Context: an optimization exercise on an open-source flow, tuned for small area, a short achievable clock period and few clock cycles. The choices shown serve that exercise and are no tape-out recipe.
RTL that was checked went through simulation tests only; none was proved equivalent to the original.

==> run A: inputs <==
## lascon_top
module lascon_top #(
    parameter int LASCON_VARIANT = 0
)(
    input  logic        clk,
    input  logic        rst,
    input  logic [2:0]  mode_i,
    input  logic [31:0] xof_len_i,
    input  logic        start_i,
    input  logic        abort_i,
    output logic        busy_o,
    output logic        done_o,
    output logic        tag_fail_o,
    input  logic [63:0] s_axis_tdata,
    input  logic [7:0]  s_axis_tkeep,
    input  logic [3:0]  s_axis_tuser,
    input  logic        s_axis_tlast,
    input  logic        s_axis_tvalid,
    output logic        s_axis_tready,
    output logic [63:0] m_axis_tdata,
    output logic [7:0]  m_axis_tkeep,
    output logic [3:0]  m_axis_tuser,
    output logic        m_axis_tlast,
    output logic        m_axis_tvalid,
    input  logic        m_axis_tready
);
clock: 7.0 ns
lec_check: 0
cap_margin: 30
core_margin: 2
core_utilization: 40
place_density: 0.5
setup_slack_margin: 2.9
slew_margin: 20
run.sh (not shown) runs the stock make flow with config.mk's settings and CLKGATE_MAP_FILE= SYNTH_SCRIPT=/design/flow/synth_recipe.tcl, a recipe that flattens the netlist after the stock synthesis.
==> inputs of run P, as changes to run A <==
--- a/flow/design.v
+++ b/flow/design.v
@@ -1,7 +1,51 @@
 `timescale 1ns / 1ps
+module state_merge #(
+    parameter int W = 384
+)(
+    input  logic [W-1:0] r_i,
+    input  logic [W-1:0] u_i,
+    input  logic [W-1:0] y_i,
+    output logic [W-1:0] n_o
+);
+    assign n_o = (r_i & u_i) ^ y_i;
+endmodule
+`timescale 1ns / 1ps
+module ascon_rounds #(
+    parameter int NR = 2
+)(
+    input  logic [319:0] st_i,
+    input  logic [3:0]   rc_i,
+    output logic [319:0] st_o
+);
+    function automatic logic [319:0] ascon_round(input logic [319:0] s, input logic [7:0] c);
+        logic [63:0] x0, x1, x2, x3, x4, t0, t1, t2, t3, t4;
+        x0 = s[0*64 +: 64]; x1 = s[1*64 +: 64]; x2 = s[2*64 +: 64];
+        x3 = s[3*64 +: 64]; x4 = s[4*64 +: 64];
+        x2[7:0] = x2[7:0] ^ c;
+        x0 = x0 ^ x4; x4 = x4 ^ x3; x2 = x2 ^ x1;
+        t0 = ~x0 & x1; t1 = ~x1 & x2; t2 = ~x2 & x3; t3 = ~x3 & x4; t4 = ~x4 & x0;
+        x0 = x0 ^ t1; x1 = x1 ^ t2; x2 = x2 ^ t3; x3 = x3 ^ t4; x4 = x4 ^ t0;
+        x1 = x1 ^ x0; x0 = x0 ^ x4; x3 = x3 ^ x2; x2 = ~x2;
+        x0 = x0 ^ {x0[18:0], x0[63:19]} ^ {x0[27:0], x0[63:28]};
+        x1 = x1 ^ {x1[60:0], x1[63:61]} ^ {x1[38:0], x1[63:39]};
+        x2 = x2 ^ {x2[0],    x2[63:1]}  ^ {x2[5:0],  x2[63:6]};
+        x3 = x3 ^ {x3[9:0],  x3[63:10]} ^ {x3[16:0], x3[63:17]};
+        x4 = x4 ^ {x4[6:0],  x4[63:7]}  ^ {x4[40:0], x4[63:41]};
+        ascon_round = {x4, x3, x2, x1, x0};
+    endfunction
+    always_comb begin
+        logic [3:0] r;
+        st_o = st_i;
+        for (int i = 0; i < NR; i++) begin
+            r = rc_i + 4'(i);
+            st_o = ascon_round(st_o, (i == 0) ? 8'd0 : {~r, r});
+        end
+    end
+endmodule
+`timescale 1ns / 1ps
 module lascon_top #(
     parameter int LASCON_VARIANT = 0
 )(
     input  logic        clk,
     input  logic        rst,
     input  logic [2:0]  mode_i,
@@ -34,28 +78,13 @@
         64'he9901dec426e81b5, 64'h43d12d7dc0377bbc, 64'h675527c2a0e8de03};
     localparam logic [3:0] U_AD = 4'd3, U_PT = 4'd4, U_CT = 4'd5, U_TAG = 4'd6,
                            U_Z = 4'd8, U_DIG = 4'd9;
     localparam logic [11:0] P_IDLE = 12'd1, P_LOAD = 12'd2, P_AD0 = 12'd4, P_AD1 = 12'd8,
                             P_D0 = 12'd16, P_D1 = 12'd32, P_TOUT = 12'd64, P_TIN = 12'd128,
                             P_HABS = 12'd256, P_SQZ = 12'd512, P_FIN = 12'd1024, P_DONE = 12'd2048;
-    function automatic logic [319:0] ascon_round(input logic [319:0] s, input logic [3:0] r);
-        logic [63:0] x0, x1, x2, x3, x4, t0, t1, t2, t3, t4;
-        x0 = s[0*64 +: 64]; x1 = s[1*64 +: 64]; x2 = s[2*64 +: 64];
-        x3 = s[3*64 +: 64]; x4 = s[4*64 +: 64];
-        x2[7:0] = x2[7:0] ^ {~r, r};
-        x0 = x0 ^ x4; x4 = x4 ^ x3; x2 = x2 ^ x1;
-        t0 = ~x0 & x1; t1 = ~x1 & x2; t2 = ~x2 & x3; t3 = ~x3 & x4; t4 = ~x4 & x0;
-        x0 = x0 ^ t1; x1 = x1 ^ t2; x2 = x2 ^ t3; x3 = x3 ^ t4; x4 = x4 ^ t0;
-        x1 = x1 ^ x0; x0 = x0 ^ x4; x3 = x3 ^ x2; x2 = ~x2;
-        x0 = x0 ^ {x0[18:0], x0[63:19]} ^ {x0[27:0], x0[63:28]};
-        x1 = x1 ^ {x1[60:0], x1[63:61]} ^ {x1[38:0], x1[63:39]};
-        x2 = x2 ^ {x2[0],    x2[63:1]}  ^ {x2[5:0],  x2[63:6]};
-        x3 = x3 ^ {x3[9:0],  x3[63:10]} ^ {x3[16:0], x3[63:17]};
-        x4 = x4 ^ {x4[6:0],  x4[63:7]}  ^ {x4[40:0], x4[63:41]};
-        ascon_round = {x4, x3, x2, x1, x0};
-    endfunction
+    localparam int I_IDLE = 0, I_LOAD = 1, I_AD0 = 2, I_AD1 = 3, I_D0 = 4, I_D1 = 5, I_TOUT = 6, I_TIN = 7, I_HABS = 8, I_SQZ = 9, I_FIN = 10, I_DONE = 11;
     function automatic logic [63:0] swap64(input logic [63:0] d);
         swap64 = {d[7:0], d[15:8], d[23:16], d[31:24], d[39:32], d[47:40], d[55:48], d[63:56]};
     endfunction
     logic [63:0] s0, s1, s2, s3, s4;
     logic [63:0] k0, k1;
     logic [11:0] ph;           
@@ -94,16 +123,19 @@
     assign is_enc     = (mode_i == 3'd0);
     assign is_hash256 = (mode_i == 3'd2);
     assign in_full    = (s_axis_tkeep == 8'hFF);
     assign in_z       = (s_axis_tuser == U_Z);
     logic [319:0] st, rout;
     assign st = {s4, s3, s2, s1, s0};
-    always_comb begin
-        rout = st;
-        for (int i = 0; i < NR; i++) rout = ascon_round(rout, rc + 4'(i));
-    end
+    ascon_rounds #(.NR(NR)) u_rounds (.st_i(st), .rc_i(rc), .st_o(rout));
+    state_merge #(.W(384)) u_merge (
+        .r_i ({rout[0*64 +: 64], rout}),
+        .u_i ({uo, {64{pa}}, {64{pa}}, {64{pa}}, u1, u0}),
+        .y_i ({yo, y4, y3, y2c, y1, y0}),
+        .n_o ({on, n4, n3, n2, n1, n0})
+    );
     logic last;
     assign last = pa && lastq;
     logic or_free;
     assign or_free = !o_valid || m_axis_tready;
     logic tlast_out;
     assign tlast_out = o_last || (o_dig && (abort_i || abort_l));
@@ -150,20 +182,20 @@
             pa_n = 1'b0;
             if (post_p0) m0[63] = 1'b1;
             if (post_k) begin xk3 = 1'b1; xk4 = 1'b1; end
             if (post_d) m4[0] = 1'b1;
             if (chain) begin
                 act = 1'b0;
-                if (ph[$clog2(P_AD0)] || ph[$clog2(P_D0)]) start_perm(1'b0, 1'b0, 1'b1, 1'b0, 1'b0);    
-                else if (ph[$clog2(P_TOUT)] || ph[$clog2(P_TIN)]) start_perm(1'b1, 1'b1, 1'b0, 1'b0, 1'b0);  
+                if (ph[I_AD0] || ph[I_D0]) start_perm(1'b0, 1'b0, 1'b1, 1'b0, 1'b0);    
+                else if (ph[I_TOUT] || ph[I_TIN]) start_perm(1'b1, 1'b1, 1'b0, 1'b0, 1'b0);  
                 else start_perm(1'b1, 1'b0, 1'b0, 1'b0, 1'b0);                                 
             end
         end
         if (act) begin
-            unique case (1'b1)
-                ph[$clog2(P_IDLE)]: begin
+            case (1'b1)
+                ph[I_IDLE]: begin
                     rdy = 1'b1;
                     if (start_i) begin
                         cnt2_n = 2'd0;
                         wcnt_n = is_hash256 ? 29'd4 : xof_len_i[31:3];
                         if (is_aead) begin
                             hsel = 1'b1;
@@ -181,13 +213,13 @@
                                     ph_n = in_z ? P_HABS : P_SQZ;
                                 end else start_perm(1'b1, 1'b0, 1'b0, 1'b0, 1'b0);
                             end
                         end
                     end
                 end
-                ph[$clog2(P_LOAD)]: begin
+                ph[I_LOAD]: begin
                     rdy = 1'b1;
                     if (s_axis_tvalid) begin
                         cnt2_n = cnt2 + 2'd1;
                         case (cnt2)
                             2'd0: begin m1 = pin; ld_k0 = 1'b1; end
                             2'd1: begin m2 = pin; ld_k1 = 1'b1; end
@@ -197,13 +229,13 @@
                                 start_perm(1'b1, 1'b1, 1'b0, 1'b0, 1'b0);
                                 ph_n = P_AD0;
                             end
                         endcase
                     end
                 end
-                ph[$clog2(P_AD1)]: begin
+                ph[I_AD1]: begin
                     rdy = 1'b1;
                     if (s_axis_tvalid) begin
                         m1 = pin;
                         if (s_axis_tlast) begin
                             if (in_full) start_perm(1'b0, 1'b0, 1'b0, 1'b1, 1'b1);
                             else         start_perm(1'b0, 1'b0, 1'b1, 1'b0, 1'b0);
@@ -211,135 +243,132 @@
                         end else begin
                             start_perm(1'b0, 1'b0, 1'b0, 1'b0, 1'b0);
                             ph_n = P_AD0;
                         end
                     end
                 end
-                ph[$clog2(P_AD0)], ph[$clog2(P_D0)], ph[$clog2(P_D1)]: begin
+                ph[I_AD0], ph[I_D0], ph[I_D1]: begin
                     rdy = or_free;
                     if (s_axis_tvalid && or_free) begin
-                        if (ph[$clog2(P_AD0)] && s_axis_tuser == U_AD) begin
+                        if (ph[I_AD0] && s_axis_tuser == U_AD) begin
                             m0 = pin;
                             if (s_axis_tlast) begin
                                 if (in_full) m1[63] = 1'b1;
                                 start_perm(1'b0, 1'b0, 1'b1, 1'b0, 1'b0);
                                 ph_n = P_D0;
                             end else ph_n = P_AD1;
                         end else begin
-                            if (ph[$clog2(P_AD0)]) m4[0] = ~m4[0];    
+                            if (ph[I_AD0]) m4[0] = ~m4[0];    
                             o_ld = 1'b1;
                             o_ld_user = is_enc ? U_CT : U_PT;
                             o_ld_keep = s_axis_tkeep;
-                            if (ph[$clog2(P_D1)]) begin
+                            if (ph[I_D1]) begin
                                 m1 = pin; dm1 = !is_enc; o_src = 3'd1;
                                 o_ld_last = is_enc ? (s_axis_tlast && !in_full) : s_axis_tlast;
                             end else begin
                                 m0 = pin; dm0 = !is_enc; o_src = 3'd0;
                                 o_ld_last = is_enc ? 1'b0 : s_axis_tlast;
                             end
                             cnt2_n = 2'd0;
                             if (s_axis_tlast) begin
-                                if (ph[$clog2(P_D1)] && in_full) begin
+                                if (ph[I_D1] && in_full) begin
                                     start_perm(1'b0, 1'b1, 1'b0, 1'b1, 1'b1);
                                 end else begin
-                                    if (!ph[$clog2(P_D1)] && in_full) m1[63] = 1'b1;
+                                    if (!ph[I_D1] && in_full) m1[63] = 1'b1;
                                     xk3 = ~xk3; xk4 = ~xk4;
                                     start_perm(1'b1, 1'b1, 1'b0, 1'b0, 1'b0);
                                 end
                                 ph_n = is_enc ? P_TOUT : P_TIN;
-                            end else if (ph[$clog2(P_D1)]) begin
+                            end else if (ph[I_D1]) begin
                                 start_perm(1'b0, 1'b0, 1'b0, 1'b0, 1'b0);
                                 ph_n = P_D0;
                             end else ph_n = P_D1;
                         end
                     end
                 end
-                ph[$clog2(P_TOUT)]: begin
+                ph[I_TOUT]: begin
                     if (or_free && !pa) begin
                         o_ld = 1'b1; o_ld_user = 4'd6; o_ld_keep = 8'hFF;
                         if (cnt2 == 2'd0) begin
                             o_src = 3'd3; cnt2_n = 2'd1;
                         end else begin
                             o_src = 3'd4; o_ld_last = 1'b1; ph_n = P_FIN;
                         end
                     end
                 end
-                ph[$clog2(P_TIN)]: begin
+                ph[I_TIN]: begin
                     rdy = !pa;
                     if (!pa && s_axis_tvalid) begin
                         cnt2_n = cnt2 + 2'd1;
                         if (cnt2 == 2'd0) m3 = pin;
                         else begin m4 = pin; ph_n = P_DONE; end
                     end
                 end
-                ph[$clog2(P_HABS)]: begin
+                ph[I_HABS]: begin
                     rdy = 1'b1;
                     if (s_axis_tvalid) begin
                         m0 = pin;
                         if (s_axis_tlast) begin
                             start_perm(1'b1, 1'b0, 1'b0, in_full, in_full);
                             ph_n = in_z ? P_HABS : P_SQZ;
                         end else start_perm(1'b1, 1'b0, 1'b0, 1'b0, 1'b0);
                     end
                 end
-                ph[$clog2(P_SQZ)]: begin
+                ph[I_SQZ]: begin
                     if (or_free) begin
                         o_ld = 1'b1; o_src = 3'd0; o_ld_dig = 1'b1;
                         o_ld_last = sq_last || abort_i || abort_l;
                         wcnt_n = wcnt - 29'd1;
                         if (sq_last || abort_i || abort_l) ph_n = P_FIN;
                         else start_perm(1'b1, 1'b0, 1'b0, 1'b0, 1'b0);
                     end
                 end
-                ph[$clog2(P_FIN)]: begin
+                ph[I_FIN]: begin
                     if (or_free) ph_n = P_DONE;
                 end
-                ph[$clog2(P_DONE)]: begin
+                ph[I_DONE]: begin
                     ph_n = P_IDLE;
                 end
                 default: ;
             endcase
         end
         if (o_valid && o_dig && m_axis_tready && tlast_out) begin
             ph_n = P_DONE; pa_n = 1'b0; o_ld = 1'b0;
         end
     end
     logic [319:0] cst, hb;
-    logic [63:0] y0, y1, y2, y3, y4, u0, u1, n0, n1, n2, n3, n4;
-    logic [63:0] ro0, yo, on;
+    logic [63:0] x0, x1, y0, y1, y2, y3, y4, u0, u1, n0, n1, n2, n3, n4;
+    logic [63:0] uo, yo, y2c, on;
     always_comb begin
         case (mode_i)
             3'd0, 3'd1: cst = {256'd0, AEAD_IV};
             3'd2:       cst = HIV_HASH;
             3'd3:       cst = HIV_XOF;
             default:    cst = HIV_CXOF;
         endcase
         hb = hsel ? cst : ((pa) ? 320'd0 : st);
-        y0 = hb[0*64 +: 64] ^ m0;
-        y1 = hb[1*64 +: 64] ^ m1;
+        x0 = hb[0*64 +: 64] ^ m0;
+        x1 = hb[1*64 +: 64] ^ m1;
+        y0 = x0;
+        y1 = x1;
         y2 = hb[2*64 +: 64] ^ m2;
         y3 = hb[3*64 +: 64] ^ m3 ^ (xk3 ? k0 : 64'd0);
         y4 = hb[4*64 +: 64] ^ m4 ^ (xk4 ? k1 : 64'd0);
         u0 = {64{pa}};
         u1 = {64{pa}};
         for (int b = 0; b < 64; b++) begin
             if (dm0 && bmask[b]) begin u0[b] = 1'b0; y0[b] = pin[b]; end
             if (dm1 && bmask[b]) begin u1[b] = 1'b0; y1[b] = pin[b]; end
         end
-        n0 = (rout[0*64 +: 64] & u0) ^ y0;
-        n1 = (rout[1*64 +: 64] & u1) ^ y1;
-        n2 = (rout[2*64 +: 64] & {64{pa}}) ^ y2;
-        n3 = (rout[3*64 +: 64] & {64{pa}}) ^ y3;
-        n4 = (rout[4*64 +: 64] & {64{pa}}) ^ y4;
-        ro0 = rout[0*64 +: 64] & {64{o_ld && o_src == 3'd0 && pa}};
+        uo = {64{o_ld && o_src == 3'd0 && pa}};
         if (!o_ld)                yo = obuf;
-        else if (o_src == 3'd0)   yo = hb[0*64 +: 64] ^ m0;
-        else if (o_src == 3'd1)   yo = s1 ^ m1;
+        else if (o_src == 3'd0)   yo = x0;
+        else if (o_src == 3'd1)   yo = x1;
         else if (o_src == 3'd3)   yo = s3;
         else                      yo = s4;
-        on = ro0 ^ yo;
+        y2c = y2 ^ {56'd0, pa_n ? {~rc_n, rc_n} : 8'd0};
     end
     always_ff @(posedge clk) begin
         s0 <= n0;
         s1 <= n1;
         s2 <= n2;
         s3 <= n3;
@@ -364,20 +393,20 @@
             abort_l <= 1'b0;
             tfail   <= 1'b0;
         end else begin
             ph <= ph_n;
             pa <= pa_n;
             o_valid <= o_ld || (o_valid && !m_axis_tready);
-            abort_l <= (ph[$clog2(P_IDLE)]) ? 1'b0 : (abort_l || abort_i);
-            tfail   <= ph[$clog2(P_TIN)] && ((s3 != 64'd0) || ((s4 ^ pin) != 64'd0));
+            abort_l <= (ph[I_IDLE]) ? 1'b0 : (abort_l || abort_i);
+            tfail   <= ph[I_TIN] && ((s3 != 64'd0) || (y4 != 64'd0));
         end
     end
     assign s_axis_tready = rdy;
     assign m_axis_tvalid = o_valid;
     assign m_axis_tdata  = o_valid ? swap64(obuf) : 64'd0;
     assign m_axis_tkeep  = o_keep;
     assign m_axis_tuser  = o_user;
     assign m_axis_tlast  = tlast_out;
-    assign busy_o        = (!ph[$clog2(P_IDLE)]) && (!ph[$clog2(P_DONE)]);
-    assign done_o        = (ph[$clog2(P_DONE)]);
-    assign tag_fail_o    = (ph[$clog2(P_DONE)]) && tfail;
+    assign busy_o        = (!ph[I_IDLE]) && (!ph[I_DONE]);
+    assign done_o        = (ph[I_DONE]);
+    assign tag_fail_o    = (ph[I_DONE]) && tfail;
 endmodule
--- a/flow/config.mk
+++ b/flow/config.mk
@@ -8,6 +8,7 @@
 export CAP_MARGIN = 30
 export CORE_MARGIN = 2
 export CORE_UTILIZATION = 40
 export PLACE_DENSITY = 0.5
 export SETUP_SLACK_MARGIN = 2.9
 export SLEW_MARGIN = 20
+export SYNTH_HIERARCHICAL = 1
==> inputs of run K, as changes to run A <==
--- a/flow/design.v
+++ b/flow/design.v
@@ -34,12 +34,13 @@
         64'he9901dec426e81b5, 64'h43d12d7dc0377bbc, 64'h675527c2a0e8de03};
     localparam logic [3:0] U_AD = 4'd3, U_PT = 4'd4, U_CT = 4'd5, U_TAG = 4'd6,
                            U_Z = 4'd8, U_DIG = 4'd9;
     localparam logic [11:0] P_IDLE = 12'd1, P_LOAD = 12'd2, P_AD0 = 12'd4, P_AD1 = 12'd8,
                             P_D0 = 12'd16, P_D1 = 12'd32, P_TOUT = 12'd64, P_TIN = 12'd128,
                             P_HABS = 12'd256, P_SQZ = 12'd512, P_FIN = 12'd1024, P_DONE = 12'd2048;
+    localparam int I_IDLE = 0, I_LOAD = 1, I_AD0 = 2, I_AD1 = 3, I_D0 = 4, I_D1 = 5, I_TOUT = 6, I_TIN = 7, I_HABS = 8, I_SQZ = 9, I_FIN = 10, I_DONE = 11;
     function automatic logic [319:0] ascon_round(input logic [319:0] s, input logic [3:0] r);
         logic [63:0] x0, x1, x2, x3, x4, t0, t1, t2, t3, t4;
         x0 = s[0*64 +: 64]; x1 = s[1*64 +: 64]; x2 = s[2*64 +: 64];
         x3 = s[3*64 +: 64]; x4 = s[4*64 +: 64];
         x2[7:0] = x2[7:0] ^ {~r, r};
         x0 = x0 ^ x4; x4 = x4 ^ x3; x2 = x2 ^ x1;
@@ -150,20 +151,20 @@
             pa_n = 1'b0;
             if (post_p0) m0[63] = 1'b1;
             if (post_k) begin xk3 = 1'b1; xk4 = 1'b1; end
             if (post_d) m4[0] = 1'b1;
             if (chain) begin
                 act = 1'b0;
-                if (ph[$clog2(P_AD0)] || ph[$clog2(P_D0)]) start_perm(1'b0, 1'b0, 1'b1, 1'b0, 1'b0);    
-                else if (ph[$clog2(P_TOUT)] || ph[$clog2(P_TIN)]) start_perm(1'b1, 1'b1, 1'b0, 1'b0, 1'b0);  
+                if (ph[I_AD0] || ph[I_D0]) start_perm(1'b0, 1'b0, 1'b1, 1'b0, 1'b0);    
+                else if (ph[I_TOUT] || ph[I_TIN]) start_perm(1'b1, 1'b1, 1'b0, 1'b0, 1'b0);  
                 else start_perm(1'b1, 1'b0, 1'b0, 1'b0, 1'b0);                                 
             end
         end
         if (act) begin
-            unique case (1'b1)
-                ph[$clog2(P_IDLE)]: begin
+            case (1'b1)
+                ph[I_IDLE]: begin
                     rdy = 1'b1;
                     if (start_i) begin
                         cnt2_n = 2'd0;
                         wcnt_n = is_hash256 ? 29'd4 : xof_len_i[31:3];
                         if (is_aead) begin
                             hsel = 1'b1;
@@ -181,13 +182,13 @@
                                     ph_n = in_z ? P_HABS : P_SQZ;
                                 end else start_perm(1'b1, 1'b0, 1'b0, 1'b0, 1'b0);
                             end
                         end
                     end
                 end
-                ph[$clog2(P_LOAD)]: begin
+                ph[I_LOAD]: begin
                     rdy = 1'b1;
                     if (s_axis_tvalid) begin
                         cnt2_n = cnt2 + 2'd1;
                         case (cnt2)
                             2'd0: begin m1 = pin; ld_k0 = 1'b1; end
                             2'd1: begin m2 = pin; ld_k1 = 1'b1; end
@@ -197,13 +198,13 @@
                                 start_perm(1'b1, 1'b1, 1'b0, 1'b0, 1'b0);
                                 ph_n = P_AD0;
                             end
                         endcase
                     end
                 end
-                ph[$clog2(P_AD1)]: begin
+                ph[I_AD1]: begin
                     rdy = 1'b1;
                     if (s_axis_tvalid) begin
                         m1 = pin;
                         if (s_axis_tlast) begin
                             if (in_full) start_perm(1'b0, 1'b0, 1'b0, 1'b1, 1'b1);
                             else         start_perm(1'b0, 1'b0, 1'b1, 1'b0, 1'b0);
@@ -211,92 +212,92 @@
                         end else begin
                             start_perm(1'b0, 1'b0, 1'b0, 1'b0, 1'b0);
                             ph_n = P_AD0;
                         end
                     end
                 end
-                ph[$clog2(P_AD0)], ph[$clog2(P_D0)], ph[$clog2(P_D1)]: begin
+                ph[I_AD0], ph[I_D0], ph[I_D1]: begin
                     rdy = or_free;
                     if (s_axis_tvalid && or_free) begin
-                        if (ph[$clog2(P_AD0)] && s_axis_tuser == U_AD) begin
+                        if (ph[I_AD0] && s_axis_tuser == U_AD) begin
                             m0 = pin;
                             if (s_axis_tlast) begin
                                 if (in_full) m1[63] = 1'b1;
                                 start_perm(1'b0, 1'b0, 1'b1, 1'b0, 1'b0);
                                 ph_n = P_D0;
                             end else ph_n = P_AD1;
                         end else begin
-                            if (ph[$clog2(P_AD0)]) m4[0] = ~m4[0];    
+                            if (ph[I_AD0]) m4[0] = ~m4[0];    
                             o_ld = 1'b1;
                             o_ld_user = is_enc ? U_CT : U_PT;
                             o_ld_keep = s_axis_tkeep;
-                            if (ph[$clog2(P_D1)]) begin
+                            if (ph[I_D1]) begin
                                 m1 = pin; dm1 = !is_enc; o_src = 3'd1;
                                 o_ld_last = is_enc ? (s_axis_tlast && !in_full) : s_axis_tlast;
                             end else begin
                                 m0 = pin; dm0 = !is_enc; o_src = 3'd0;
                                 o_ld_last = is_enc ? 1'b0 : s_axis_tlast;
                             end
                             cnt2_n = 2'd0;
                             if (s_axis_tlast) begin
-                                if (ph[$clog2(P_D1)] && in_full) begin
+                                if (ph[I_D1] && in_full) begin
                                     start_perm(1'b0, 1'b1, 1'b0, 1'b1, 1'b1);
                                 end else begin
-                                    if (!ph[$clog2(P_D1)] && in_full) m1[63] = 1'b1;
+                                    if (!ph[I_D1] && in_full) m1[63] = 1'b1;
                                     xk3 = ~xk3; xk4 = ~xk4;
                                     start_perm(1'b1, 1'b1, 1'b0, 1'b0, 1'b0);
                                 end
                                 ph_n = is_enc ? P_TOUT : P_TIN;
-                            end else if (ph[$clog2(P_D1)]) begin
+                            end else if (ph[I_D1]) begin
                                 start_perm(1'b0, 1'b0, 1'b0, 1'b0, 1'b0);
                                 ph_n = P_D0;
                             end else ph_n = P_D1;
                         end
                     end
                 end
-                ph[$clog2(P_TOUT)]: begin
+                ph[I_TOUT]: begin
                     if (or_free && !pa) begin
                         o_ld = 1'b1; o_ld_user = 4'd6; o_ld_keep = 8'hFF;
                         if (cnt2 == 2'd0) begin
                             o_src = 3'd3; cnt2_n = 2'd1;
                         end else begin
                             o_src = 3'd4; o_ld_last = 1'b1; ph_n = P_FIN;
                         end
                     end
                 end
-                ph[$clog2(P_TIN)]: begin
+                ph[I_TIN]: begin
                     rdy = !pa;
                     if (!pa && s_axis_tvalid) begin
                         cnt2_n = cnt2 + 2'd1;
                         if (cnt2 == 2'd0) m3 = pin;
                         else begin m4 = pin; ph_n = P_DONE; end
                     end
                 end
-                ph[$clog2(P_HABS)]: begin
+                ph[I_HABS]: begin
                     rdy = 1'b1;
                     if (s_axis_tvalid) begin
                         m0 = pin;
                         if (s_axis_tlast) begin
                             start_perm(1'b1, 1'b0, 1'b0, in_full, in_full);
                             ph_n = in_z ? P_HABS : P_SQZ;
                         end else start_perm(1'b1, 1'b0, 1'b0, 1'b0, 1'b0);
                     end
                 end
-                ph[$clog2(P_SQZ)]: begin
+                ph[I_SQZ]: begin
                     if (or_free) begin
                         o_ld = 1'b1; o_src = 3'd0; o_ld_dig = 1'b1;
                         o_ld_last = sq_last || abort_i || abort_l;
                         wcnt_n = wcnt - 29'd1;
                         if (sq_last || abort_i || abort_l) ph_n = P_FIN;
                         else start_perm(1'b1, 1'b0, 1'b0, 1'b0, 1'b0);
                     end
                 end
-                ph[$clog2(P_FIN)]: begin
+                ph[I_FIN]: begin
                     if (or_free) ph_n = P_DONE;
                 end
-                ph[$clog2(P_DONE)]: begin
+                ph[I_DONE]: begin
                     ph_n = P_IDLE;
                 end
                 default: ;
             endcase
         end
         if (o_valid && o_dig && m_axis_tready && tlast_out) begin
@@ -364,20 +365,20 @@
             abort_l <= 1'b0;
             tfail   <= 1'b0;
         end else begin
             ph <= ph_n;
             pa <= pa_n;
             o_valid <= o_ld || (o_valid && !m_axis_tready);
-            abort_l <= (ph[$clog2(P_IDLE)]) ? 1'b0 : (abort_l || abort_i);
-            tfail   <= ph[$clog2(P_TIN)] && ((s3 != 64'd0) || ((s4 ^ pin) != 64'd0));
+            abort_l <= (ph[I_IDLE]) ? 1'b0 : (abort_l || abort_i);
+            tfail   <= ph[I_TIN] && ((s3 != 64'd0) || ((s4 ^ pin) != 64'd0));
         end
     end
     assign s_axis_tready = rdy;
     assign m_axis_tvalid = o_valid;
     assign m_axis_tdata  = o_valid ? swap64(obuf) : 64'd0;
     assign m_axis_tkeep  = o_keep;
     assign m_axis_tuser  = o_user;
     assign m_axis_tlast  = tlast_out;
-    assign busy_o        = (!ph[$clog2(P_IDLE)]) && (!ph[$clog2(P_DONE)]);
-    assign done_o        = (ph[$clog2(P_DONE)]);
-    assign tag_fail_o    = (ph[$clog2(P_DONE)]) && tfail;
+    assign busy_o        = (!ph[I_IDLE]) && (!ph[I_DONE]);
+    assign done_o        = (ph[I_DONE]);
+    assign tag_fail_o    = (ph[I_DONE]) && tfail;
 endmodule
==> qor summary <==
Synthesized-area fraction occupied by and/or/nand/nor cells: run A 12.71%; run K 13.22%; run P 11.81%
Global-route wire length before repair: run A 614100 um; run K 608000 um; run P 581800 um
Die Footprint: run A 0.1702 mm2; run K 0.1730 mm2; run P 0.1757 mm2
Met2 GRT Util: run A 71.48%; run K 69.96%; run P 67.52%
Run status: run A complete, no violations; run K complete, no violations; run P complete, no violations
Horizontal die dimension: run A 412.6 um; run K 415.9 um; run P 419.2 um
Count of nets after finishing: run A 8972; run K 9004; run P 8595
Post-CTS Setup Bufs: run A 239; run K 265; run P 200
Number of DRC markers in iteration 0: run A 13600; run K 11930; run P 10970
Initial standard-cell utilization of the core: run A 40.39%; run K 40.18%; run P 40.24%
Routed wire length on met2: run A 180000 um; run K 178400 um; run P 173600 um
Final GP Congestion: run A 1.198; run K 1.210; run P 1.207
Number of cells on the worst hold path: run A 2; run K 2; run P 3
CTS buffer count: run A 80; run K 80; run P 77
Global-route usage over all layers: run A 55.55%; run K 53.59%; run P 50.86%
Number of warning messages in the yosys log: run A 1; run K 1; run P 8
Testbench counts of run P, summed over its fixed seeds: cycles 20,321.
Testbench counts of run K, summed over its fixed seeds: cycles 20,321.
For run A, only the layout was checked, not whether the RTL still works.

## re-timing with driven ports
In the flow no input, the clock included, has a driving cell. The finished layouts below were timed again as built, in two steps.
Step 1, drivers: a clkbuf_16 drives clk and a buf_2 each remaining input, both assumed.
Step 2 times the ports against the registers' clock, not the clock port: input delays grow and output delays shrink by t, the midpoint of the rising clock arrivals with the driver on.
Three values: ideal, step 1, step 2; two values: the first two.
run	t (ns)	setup slack, ns	worst setup path at the end
run A	0.885	2.663 / 2.663 / 1.918	input to register
run P	0.807	2.631 / 2.674 / 1.883	input to register
run K	0.836	2.665 / 2.665 / 1.974	input to register
After both steps every run listed still meets setup and hold. For run P, which loses most, drivers alone change the setup slack by +0.043 ns; drivers and shift together by -0.748 ns.
